What follows belongs to an exercise in optimizing a design on an open flow for small area and a short achievable clock period; a production flow would make more cautious choices.
In this exercise RTL edits were held to simulation tests only and were not proved equivalent to the original.
Power figures rest on the tool's default switching activity, not on a simulated workload.

File: flow/run.sh
#!/bin/bash
# synth_recipe.tcl (not shown) runs the flow's synth.tcl, then flattens the netlist and writes it again
# the make line also repeats each setting of config.mk as NAME=value (left out here)
make -C /OpenROAD-flow-scripts/flow DESIGN_CONFIG=/design/flow/config.mk WORK_HOME=/design/flow/orfs CLKGATE_MAP_FILE= SYNTH_SCRIPT=/design/flow/synth_recipe.tcl finish
File: flow/config.mk
export PLATFORM = sky130hd
export DESIGN_NAME = reduce_prime2r
export DESIGN_NICKNAME = reduce_prime2r
export VERILOG_FILES = /design/flow/design.v
export SDC_FILE = /design/flow/constraint.sdc
export NUM_CORES = 4
export LEC_CHECK = 0
export CAP_MARGIN = 20
export CORE_MARGIN = 2
export CORE_UTILIZATION = 40
export SLEW_MARGIN = 20
File: flow/constraint.sdc
create_clock -name core_clock -period 5.3 [get_ports {clk}]
set_input_delay 1.0600 -clock core_clock [delete_from_list [all_inputs] [get_ports {clk}]]
set_output_delay 1.0600 -clock core_clock [all_outputs]
set_load 0.01 [all_outputs]
File: flow/design.v
module reduce_prime2r(
    input               clk,rst_n,
    input [69:0]        c,
    output reg [24:0]   res
    );
  wire n1;
  wire n2;
  assign n1 = c[6] ^ c[24] ^ ~c[30];
  assign n2 = (c[6] & c[24]) | (~c[30] & (c[6] ^ c[24]));
  wire n3;
  wire n4;
  assign n3 = c[7] ^ c[25] ^ ~c[31];
  assign n4 = (c[7] & c[25]) | (~c[31] & (c[7] ^ c[25]));
  wire n5;
  wire n6;
  assign n5 = c[8] ^ c[26] ^ ~c[32];
  assign n6 = (c[8] & c[26]) | (~c[32] & (c[8] ^ c[26]));
  wire n7;
  wire n8;
  assign n7 = c[9] ^ c[27] ^ ~c[33];
  assign n8 = (c[9] & c[27]) | (~c[33] & (c[9] ^ c[27]));
  wire n9;
  wire n10;
  assign n9 = c[10] ^ c[28] ^ ~c[34];
  assign n10 = (c[10] & c[28]) | (~c[34] & (c[10] ^ c[28]));
  wire n11;
  wire n12;
  assign n11 = c[11] ^ c[29] ^ ~c[35];
  assign n12 = (c[11] & c[29]) | (~c[35] & (c[11] ^ c[29]));
  wire n13;
  wire n14;
  assign n13 = c[12] ^ c[30] ^ ~c[36];
  assign n14 = (c[12] & c[30]) | (~c[36] & (c[12] ^ c[30]));
  wire n15;
  wire n16;
  assign n15 = c[13] ^ c[31] ^ ~c[37];
  assign n16 = (c[13] & c[31]) | (~c[37] & (c[13] ^ c[31]));
  wire n17;
  wire n18;
  assign n17 = c[14] ^ c[32] ^ ~c[38];
  assign n18 = (c[14] & c[32]) | (~c[38] & (c[14] ^ c[32]));
  wire n19;
  wire n20;
  assign n19 = c[15] ^ c[33] ^ ~c[39];
  assign n20 = (c[15] & c[33]) | (~c[39] & (c[15] ^ c[33]));
  wire n21;
  wire n22;
  assign n21 = c[16] ^ c[34] ^ ~c[40];
  assign n22 = (c[16] & c[34]) | (~c[40] & (c[16] ^ c[34]));
  wire n23;
  wire n24;
  assign n23 = c[17] ^ c[35] ^ ~c[41];
  assign n24 = (c[17] & c[35]) | (~c[41] & (c[17] ^ c[35]));
  wire n25;
  wire n26;
  assign n25 = c[18] ^ c[36] ^ ~c[42];
  assign n26 = (c[18] & c[36]) | (~c[42] & (c[18] ^ c[36]));
  wire n27;
  wire n28;
  assign n27 = c[19] ^ c[37] ^ ~c[43];
  assign n28 = (c[19] & c[37]) | (~c[43] & (c[19] ^ c[37]));
  wire n29;
  wire n30;
  assign n29 = c[20] ^ c[38] ^ ~c[44];
  assign n30 = (c[20] & c[38]) | (~c[44] & (c[20] ^ c[38]));
  wire n31;
  wire n32;
  assign n31 = c[21] ^ c[39] ^ ~c[45];
  assign n32 = (c[21] & c[39]) | (~c[45] & (c[21] ^ c[39]));
  wire n33;
  wire n34;
  assign n33 = c[22] ^ c[40] ^ ~c[46];
  assign n34 = (c[22] & c[40]) | (~c[46] & (c[22] ^ c[40]));
  wire n35;
  wire n36;
  assign n35 = c[23] ^ c[41] ^ ~c[47];
  assign n36 = (c[23] & c[41]) | (~c[47] & (c[23] ^ c[41]));
  wire n37;
  wire n38;
  assign n37 = 1'b1 ^ c[1];
  assign n38 = 1'b1 & c[1];
  wire n39;
  wire n40;
  assign n39 = c[2] ^ c[50];
  assign n40 = c[2] & c[50];
  wire n41;
  wire n42;
  assign n41 = c[3] ^ c[51];
  assign n42 = c[3] & c[51];
  wire n43;
  wire n44;
  assign n43 = c[4] ^ c[52];
  assign n44 = c[4] & c[52];
  wire n45;
  wire n46;
  assign n45 = c[53] ^ c[5];
  assign n46 = c[53] & c[5];
  wire n47;
  wire n48;
  assign n47 = 1'b1 ^ c[42];
  assign n48 = 1'b1 & c[42];
  wire n49;
  wire n50;
  assign n49 = c[43] ^ c[55] ^ ~c[48];
  assign n50 = (c[43] & c[55]) | (~c[48] & (c[43] ^ c[55]));
  wire n51;
  wire n52;
  assign n51 = c[44] ^ c[56] ^ ~c[49];
  assign n52 = (c[44] & c[56]) | (~c[49] & (c[44] ^ c[56]));
  wire n53;
  wire n54;
  assign n53 = c[45] ^ c[57] ^ ~c[50];
  assign n54 = (c[45] & c[57]) | (~c[50] & (c[45] ^ c[57]));
  wire n55;
  wire n56;
  assign n55 = c[46] ^ c[58] ^ ~c[51];
  assign n56 = (c[46] & c[58]) | (~c[51] & (c[46] ^ c[58]));
  wire n57;
  wire n58;
  assign n57 = c[47] ^ c[59] ^ ~c[52];
  assign n58 = (c[47] & c[59]) | (~c[52] & (c[47] ^ c[59]));
  wire n59;
  wire n60;
  assign n59 = c[48] ^ c[60] ^ ~c[53];
  assign n60 = (c[48] & c[60]) | (~c[53] & (c[48] ^ c[60]));
  wire n61;
  wire n62;
  assign n61 = c[49] ^ c[61] ^ ~c[54];
  assign n62 = (c[49] & c[61]) | (~c[54] & (c[49] ^ c[61]));
  wire n63;
  wire n64;
  assign n63 = c[50] ^ c[62] ^ ~c[55];
  assign n64 = (c[50] & c[62]) | (~c[55] & (c[50] ^ c[62]));
  wire n65;
  wire n66;
  assign n65 = c[51] ^ c[63] ^ ~c[56];
  assign n66 = (c[51] & c[63]) | (~c[56] & (c[51] ^ c[63]));
  wire n67;
  wire n68;
  assign n67 = c[52] ^ c[64] ^ ~c[57];
  assign n68 = (c[52] & c[64]) | (~c[57] & (c[52] ^ c[64]));
  wire n69;
  wire n70;
  assign n69 = c[53] ^ c[65] ^ ~c[58];
  assign n70 = (c[53] & c[65]) | (~c[58] & (c[53] ^ c[65]));
  wire n71;
  wire n72;
  assign n71 = c[54] ^ c[66] ^ ~c[59];
  assign n72 = (c[54] & c[66]) | (~c[59] & (c[54] ^ c[66]));
  wire n73;
  wire n74;
  assign n73 = c[55] ^ c[67] ^ ~c[60];
  assign n74 = (c[55] & c[67]) | (~c[60] & (c[55] ^ c[67]));
  wire n75;
  wire n76;
  assign n75 = c[56] ^ c[68] ^ ~c[61];
  assign n76 = (c[56] & c[68]) | (~c[61] & (c[56] ^ c[68]));
  wire n77;
  wire n78;
  assign n77 = c[57] ^ c[69] ^ ~c[62];
  assign n78 = (c[57] & c[69]) | (~c[62] & (c[57] ^ c[69]));
  wire n79;
  wire n80;
  assign n79 = c[58] ^ ~c[63];
  assign n80 = c[58] & ~c[63];
  wire n81;
  wire n82;
  assign n81 = c[59] ^ ~c[64];
  assign n82 = c[59] & ~c[64];
  wire n83;
  wire n84;
  assign n83 = 1'b1 ^ c[60];
  assign n84 = 1'b1 & c[60];
  wire n85;
  wire n86;
  assign n85 = c[0] ^ c[48];
  assign n86 = c[0] & c[48];
  wire n87;
  wire n88;
  assign n87 = c[49] ^ ~c[25] ^ ~c[43];
  assign n88 = (c[49] & ~c[25]) | (~c[43] & (c[49] ^ ~c[25]));
  wire n89;
  wire n90;
  assign n89 = ~c[26] ^ ~c[44] ^ n38;
  assign n90 = (~c[26] & ~c[44]) | (n38 & (~c[26] ^ ~c[44]));
  wire n91;
  wire n92;
  assign n91 = ~c[27] ^ ~c[45] ^ n40;
  assign n92 = (~c[27] & ~c[45]) | (n40 & (~c[27] ^ ~c[45]));
  wire n93;
  wire n94;
  assign n93 = ~c[28] ^ ~c[46] ^ n42;
  assign n94 = (~c[28] & ~c[46]) | (n42 & (~c[28] ^ ~c[46]));
  wire n95;
  wire n96;
  assign n95 = ~c[29] ^ ~c[47] ^ n44;
  assign n96 = (~c[29] & ~c[47]) | (n44 & (~c[29] ^ ~c[47]));
  wire n97;
  wire n98;
  assign n97 = c[54] ^ n46 ^ n47;
  assign n98 = (c[54] & n46) | (n47 & (c[54] ^ n46));
  wire n99;
  wire n100;
  assign n99 = n48 ^ n2 ^ n3;
  assign n100 = (n48 & n2) | (n3 & (n48 ^ n2));
  wire n101;
  wire n102;
  assign n101 = n4 ^ n5 ^ n50;
  assign n102 = (n4 & n5) | (n50 & (n4 ^ n5));
  wire n103;
  wire n104;
  assign n103 = n52 ^ n53 ^ n6;
  assign n104 = (n52 & n53) | (n6 & (n52 ^ n53));
  wire n105;
  wire n106;
  assign n105 = n54 ^ n55 ^ n8;
  assign n106 = (n54 & n55) | (n8 & (n54 ^ n55));
  wire n107;
  wire n108;
  assign n107 = n10 ^ n11 ^ n56;
  assign n108 = (n10 & n11) | (n56 & (n10 ^ n11));
  wire n109;
  wire n110;
  assign n109 = n12 ^ n13 ^ n58;
  assign n110 = (n12 & n13) | (n58 & (n12 ^ n13));
  wire n111;
  wire n112;
  assign n111 = n14 ^ n15 ^ n60;
  assign n112 = (n14 & n15) | (n60 & (n14 ^ n15));
  wire n113;
  wire n114;
  assign n113 = n16 ^ n17 ^ n62;
  assign n114 = (n16 & n17) | (n62 & (n16 ^ n17));
  wire n115;
  wire n116;
  assign n115 = n18 ^ n19 ^ n64;
  assign n116 = (n18 & n19) | (n64 & (n18 ^ n19));
  wire n117;
  wire n118;
  assign n117 = n20 ^ n21 ^ n66;
  assign n118 = (n20 & n21) | (n66 & (n20 ^ n21));
  wire n119;
  wire n120;
  assign n119 = n22 ^ n23 ^ n68;
  assign n120 = (n22 & n23) | (n68 & (n22 ^ n23));
  wire n121;
  wire n122;
  assign n121 = n24 ^ n25 ^ n70;
  assign n122 = (n24 & n25) | (n70 & (n24 ^ n25));
  wire n123;
  wire n124;
  assign n123 = n26 ^ n27 ^ n72;
  assign n124 = (n26 & n27) | (n72 & (n26 ^ n27));
  wire n125;
  wire n126;
  assign n125 = n28 ^ n29 ^ n74;
  assign n126 = (n28 & n29) | (n74 & (n28 ^ n29));
  wire n127;
  wire n128;
  assign n127 = n30 ^ n31 ^ n76;
  assign n128 = (n30 & n31) | (n76 & (n30 ^ n31));
  wire n129;
  wire n130;
  assign n129 = n79 ^ n32 ^ n33;
  assign n130 = (n79 & n32) | (n33 & (n79 ^ n32));
  wire n131;
  wire n132;
  assign n131 = n80 ^ n81 ^ n34;
  assign n132 = (n80 & n81) | (n34 & (n80 ^ n81));
  wire n133;
  wire n134;
  assign n133 = ~c[65] ^ n82 ^ n83;
  assign n134 = (~c[65] & n82) | (n83 & (~c[65] ^ n82));
  wire n135;
  wire n136;
  assign n135 = ~c[24] ^ ~c[42];
  assign n136 = ~c[24] & ~c[42];
  wire n137;
  wire n138;
  assign n137 = n37 ^ n86 ^ n87;
  assign n138 = (n37 & n86) | (n87 & (n37 ^ n86));
  wire n139;
  wire n140;
  assign n139 = n39 ^ n88 ^ n89;
  assign n140 = (n39 & n88) | (n89 & (n39 ^ n88));
  wire n141;
  wire n142;
  assign n141 = n41 ^ n90 ^ n91;
  assign n142 = (n41 & n90) | (n91 & (n41 ^ n90));
  wire n143;
  wire n144;
  assign n143 = n43 ^ n92 ^ n93;
  assign n144 = (n43 & n92) | (n93 & (n43 ^ n92));
  wire n145;
  wire n146;
  assign n145 = n45 ^ n94 ^ n95;
  assign n146 = (n45 & n94) | (n95 & (n45 ^ n94));
  wire n147;
  wire n148;
  assign n147 = n1 ^ n96 ^ n97;
  assign n148 = (n1 & n96) | (n97 & (n1 ^ n96));
  wire n149;
  wire n150;
  assign n149 = n49 ^ n98 ^ n99;
  assign n150 = (n49 & n98) | (n99 & (n49 ^ n98));
  wire n151;
  wire n152;
  assign n151 = n51 ^ n100 ^ n101;
  assign n152 = (n51 & n100) | (n101 & (n51 ^ n100));
  wire n153;
  wire n154;
  assign n153 = n7 ^ n102 ^ n103;
  assign n154 = (n7 & n102) | (n103 & (n7 ^ n102));
  wire n155;
  wire n156;
  assign n155 = n9 ^ n104 ^ n105;
  assign n156 = (n9 & n104) | (n105 & (n9 ^ n104));
  wire n157;
  wire n158;
  assign n157 = n57 ^ n106 ^ n107;
  assign n158 = (n57 & n106) | (n107 & (n57 ^ n106));
  wire n159;
  wire n160;
  assign n159 = n59 ^ n108 ^ n109;
  assign n160 = (n59 & n108) | (n109 & (n59 ^ n108));
  wire n161;
  wire n162;
  assign n161 = n61 ^ n110 ^ n111;
  assign n162 = (n61 & n110) | (n111 & (n61 ^ n110));
  wire n163;
  wire n164;
  assign n163 = n63 ^ n112 ^ n113;
  assign n164 = (n63 & n112) | (n113 & (n63 ^ n112));
  wire n165;
  wire n166;
  assign n165 = n65 ^ n114 ^ n115;
  assign n166 = (n65 & n114) | (n115 & (n65 ^ n114));
  wire n167;
  wire n168;
  assign n167 = n67 ^ n116 ^ n117;
  assign n168 = (n67 & n116) | (n117 & (n67 ^ n116));
  wire n169;
  wire n170;
  assign n169 = n69 ^ n118 ^ n119;
  assign n170 = (n69 & n118) | (n119 & (n69 ^ n118));
  wire n171;
  wire n172;
  assign n171 = n71 ^ n120 ^ n121;
  assign n172 = (n71 & n120) | (n121 & (n71 ^ n120));
  wire n173;
  wire n174;
  assign n173 = n73 ^ n122 ^ n123;
  assign n174 = (n73 & n122) | (n123 & (n73 ^ n122));
  wire n175;
  wire n176;
  assign n175 = n75 ^ n124 ^ n125;
  assign n176 = (n75 & n124) | (n125 & (n75 ^ n124));
  wire n177;
  wire n178;
  assign n177 = n77 ^ n126 ^ n127;
  assign n178 = (n77 & n126) | (n127 & (n77 ^ n126));
  wire n179;
  wire n180;
  assign n179 = n78 ^ n128 ^ n129;
  assign n180 = (n78 & n128) | (n129 & (n78 ^ n128));
  wire n181;
  wire n182;
  assign n181 = n35 ^ n130 ^ n131;
  assign n182 = (n35 & n130) | (n131 & (n35 ^ n130));
  wire n183;
  wire n184;
  assign n183 = n36 ^ n133 ^ n132;
  assign n184 = (n36 & n133) | (n132 & (n36 ^ n133));
  wire n185;
  assign n185 = n183 ^ n182;
  wire [24:0] wa = {n185, n181, n179, n177, n175, n173, n171, n169, n167, n165, n163, n161, n159, n157, n155, n153, n151, n149, n147, n145, n143, n141, n139, n137, n85};
  wire [24:0] wb = {1'b0, n180, n178, n176, n174, n172, n170, n168, n166, n164, n162, n160, n158, n156, n154, n152, n150, n148, n146, n144, n142, n140, n138, n136, n135};
  wire [23:0] xa = {n35, n33, n31, n29, n27, n25, n23, n21, n19, n17, n15, n13, n11, n9, n7, n5, n3, n1, c[5], c[4], c[3], c[2], c[1], c[0]};
  wire [23:0] xb = {n34, n32, n30, n28, n26, n24, n22, n20, n18, n16, n14, n12, n10, n8, n6, n4, n2, 1'b0, ~c[29], ~c[28], ~c[27], ~c[26], ~c[25], ~c[24]};
  wire [24:0] xs = {1'b0, xa} + {1'b0, xb} + 25'd1;
  wire [1:0] cin = {1'b0, xs[24]} + {1'b0, n36};
  reg [24:0] ra, rb;
  reg [1:0] rc;
  always @(posedge clk) begin
    ra <= wa; rb <= wb; rc <= cin;
  end
  wire [24:0] inj = {rc[0], 17'd0, rc[1], {5{rc[1] | rc[0]}}, rc[0]};
  always @(posedge clk or negedge rst_n)
    if (!rst_n) res <= 25'd0;
    else res <= ra + rb + inj;
endmodule
==> impl_metrics.toml <==
[floorplanning]
core_sq_um = 14400
num_rows = 44
start_util = 0.406
ios = 97
die_y_um = 125
dieWidth_um = 125
dieArea_sq_um = 15600

[synth]
syn-num-nets = 753
yosysTopAreaCell = "fa_1"
synth_area_per_cell_sq_um = 11.2
yosys_most_used_dff = "dfxtp_1"
synth_area_leaders = "fa_1, dfxtp_1, ha_1"
synth_area_sq_um = 5830
synth_cell_type_count = 45
ys_seq_elements = 76
synth_top_cell_area_share = 0.299
ys_warn_count = 1
ys_seq_area_frac = 0.282
synthCells = 523
synth_edf_count = 0
async_reset_ff_frac = 0.329

[min_path]
hold_class = "flip-flop to flip-flop"

[cts]
cts_setup_buffers = 0
cts_tree = "yes"
numCtsBuffers = 9
clk_pin_slew_ns = 0.06
clockBufferDepth = 2
cts_sinks = 76
postCtsHoldBufs = 0
post_cts_resized = 0
clk_latency_ns = 0.34
cts-root-buf = "clkbuf_16"
htreeDepth = 3

[placement]
hpwl_um = 11500
gp_congestion = 0.886
io_buffers = 96
place_ws_ns = 1.58

[layout]
n_fill_cell = 1286
final_core_util = 0.510
area_growth_pct = 25.7
antenna-diode-count = 0
final_nets = 860
drive_above_1_share = 0.0394

[global_route]
globalRoute.totalOverflow = 0
grt_pass1_wl_um = 20600
grt_max_degree = 26
grt_pass1_vias = 4035
grt_usage = 0.172
antenna_found_initial = 0

[setup_path]
crit_type = "flip-flop to flip-flop"
endpoint_kind = "flip-flop"
start_kind = "flip-flop"
crit_required_ns = 5.51
r2r_slack_ns = 1.75
cp.arrival_ns = 3.76
worstPathMaxFanout = 5

[power_and_ir_drop]
cellPowerDensity_nw_per_um2 = 554
p_leak_nw = 3.59
ir_drop_v = 0.000194

[timing]
finalSetupTns_ns = 0
drv_slew = 0
setup_viol = 0
relSlewSlack = 0.760
period_minus_slack_ns = 3.55
setup_slack_ns = 1.75
fin_hold_ws_ns = 0.589
fin_worst_skew_ns = 0.00594
rsz0062_at_grt = "false"
hold_viol_final = 0
tightest_slew_ns = 0.359
period_share = 0.669
timing.fmax_ghz = 0.282

[status]
outcome = "complete, no violations"

[routing]
drt_pass1_iterations = 4
ant_nets = 0
via_count = 3747
drt-total-wl_um = 12800
first_iter_violations = 148
drc_errors = 0
wl_per_cell_um = 15.6
vias_per_cell = 4.58

[flow_run]
maxCapViolations = 0
[layout make-up]
cell class / instances / area [sq um] / area share
repair buffers: 97 / 968 / 0.132
flip-flops and latches: 76 / 1650 / 0.225
inverters: 123 / 462 / 0.0630
multi-input cells: 323 / 3720 / 0.508
well taps: 184 / 230 / 0.0314
clock inverters: 6 / 72.6 / 0.00990
clock buffers: 10 / 229 / 0.0312
[state kept, by name, summed over array words and instances (netlist names)]
signal and flops:
rc 2, res 25, ra 25, rb 24
[power by group]
part | internal [W] | switching (W)
combinational | 0.00120 | 0.00131
sequential | 0.000852 | 0.0000824
clock | 0.000369 | 0.000255
[layer usage]
metal / vias up / wire length (um) / GRT usage
met5: - / 0 / 0
met4: 0 / 189 / 0.0529
met3: 16 / 443 / 0.0288
met1: 1764 / 6000 / 0.229
met2: 78 / 6190 / 0.289
li1: 1889 / - / -
[critical path, cell delays in order, from the launching register on]
cell and delay, ns:
dfxtp_1 0.35, or2_2 0.39, fa_1 0.45, ha_1 0.23
fa_1 0.43, a211oi_1 0.25, nor2_1 0.11, o21a_1 0.21
a311oi_2 0.33, o21ai_1 0.21, o311ai_0 0.37, a311oi_1 0.09
[cell families after synthesis]
logic type,after synthesis,synth area share
xor+xnor,27,0.0418
buf+inv,124,0.0798
mux,1,0.00172
compound gates,88,0.0989
flops,76,0.282
fa+ha+maj,158,0.451
simple gates,49,0.0446
[layout by cell type (no fill, tap or decap), types with 4 or more instances in the layout]
cell type | Yosys | routed
ha_1 | 71 | 71
nand4_1 | 6 | 6
inv_1 | 123 | 123
fa_1 | 87 | 87
xnor2_1 | 21 | 21
clkbuf_16 | 0 | 9
dfxtp_1 | 51 | 51
nor2_1 | 12 | 12
dfrtp_1 | 25 | 25
a21oi_1 | 27 | 27
o21ai_0 | 11 | 11
xor2_1 | 5 | 5
o21a_1 | 4 | 4
clkdlybuf4s50_1 | 0 | 96
a31oi_1 | 4 | 4
a21o_1 | 22 | 22
nand2_1 | 13 | 13
[through the flow]
| step | std cells | total power [W] | cell area, sq um |
|---|---|---|---|
| floorplan | 523 | 0.00272 | 5830 |
| global placement | 803 | 0.00344 | 7030 |
| detailed placement | 803 | 0.00346 | 7030 |
| CTS | 819 | 0.00411 | 7330 |
| global route | 819 | 0.00445 | 7330 |
| finish | 819 | 0.00406 | 7330 |
[cell usage after synthesis (2+ instances only)]
cell        n
fa_1       87
dfrtp_1    25
o21ai_2     2
o21ai_1     3
a211oi_1    3
o21ai_0    11
a21o_1     22
and4_1      2
dfxtp_1    51
a31oi_1     4
o21a_1      4
inv_1     123
nand2_1    13
a21oi_1    27
nand3_1     3
xor2_1      5
nor2_1     12
and3_1      2
nand2b_1    2
ha_1       71
or3_1       2
nand4_1     6
xnor2_1    21
[worst paths after layout]
| kind | start | to | cells past startpoint |
|---|---|---|---|
| worst max-delay path | rc[1] | res[23] | 11 |
| worst min-delay path | rb[0] | res[0] | 3 |
| worst max register to register | rc[1] | res[23] | 11 |
| worst min register to register | rb[0] | res[0] | 3 |
| max in group asynchronous | rst_n | res[18] | 2 |
| min in group asynchronous | rst_n | res[1] | 2 |

-- afterwards: timing with drivers on the ports --
No port has a modelled driver above. Below, the same layout with a new extraction and two added sets of constraints. Step 1 (the two cells are an assumption about what drives the block):
set clk [get_ports {clk}]
set_driving_cell -lib_cell sky130_fd_sc_hd__clkbuf_16 $clk
set_driving_cell -lib_cell sky130_fd_sc_hd__buf_2 [delete_from_list [all_inputs] $clk]
Step 2 adds t to the input delays and takes it off the output delays; t is the mean of the earliest and latest rising clock arrival at the registers after step 1. Input paths then give back, and output paths get back, about the clock's delay inside the block. Slacks: ideal ports / drivers / drivers and shift; pairs: ideal ports / drivers.
shift t [ns]: 0.380
setup WS [ns]: 1.755 / 1.755 / 1.587
worst hold slack (ns): 0.589 / 0.589 / 0.589
cell pins on the clock port's net: 1
After both steps this run still meets setup and hold. For this run, drivers alone change the setup slack by 0.000 ns; drivers and shift together by -0.168 ns.
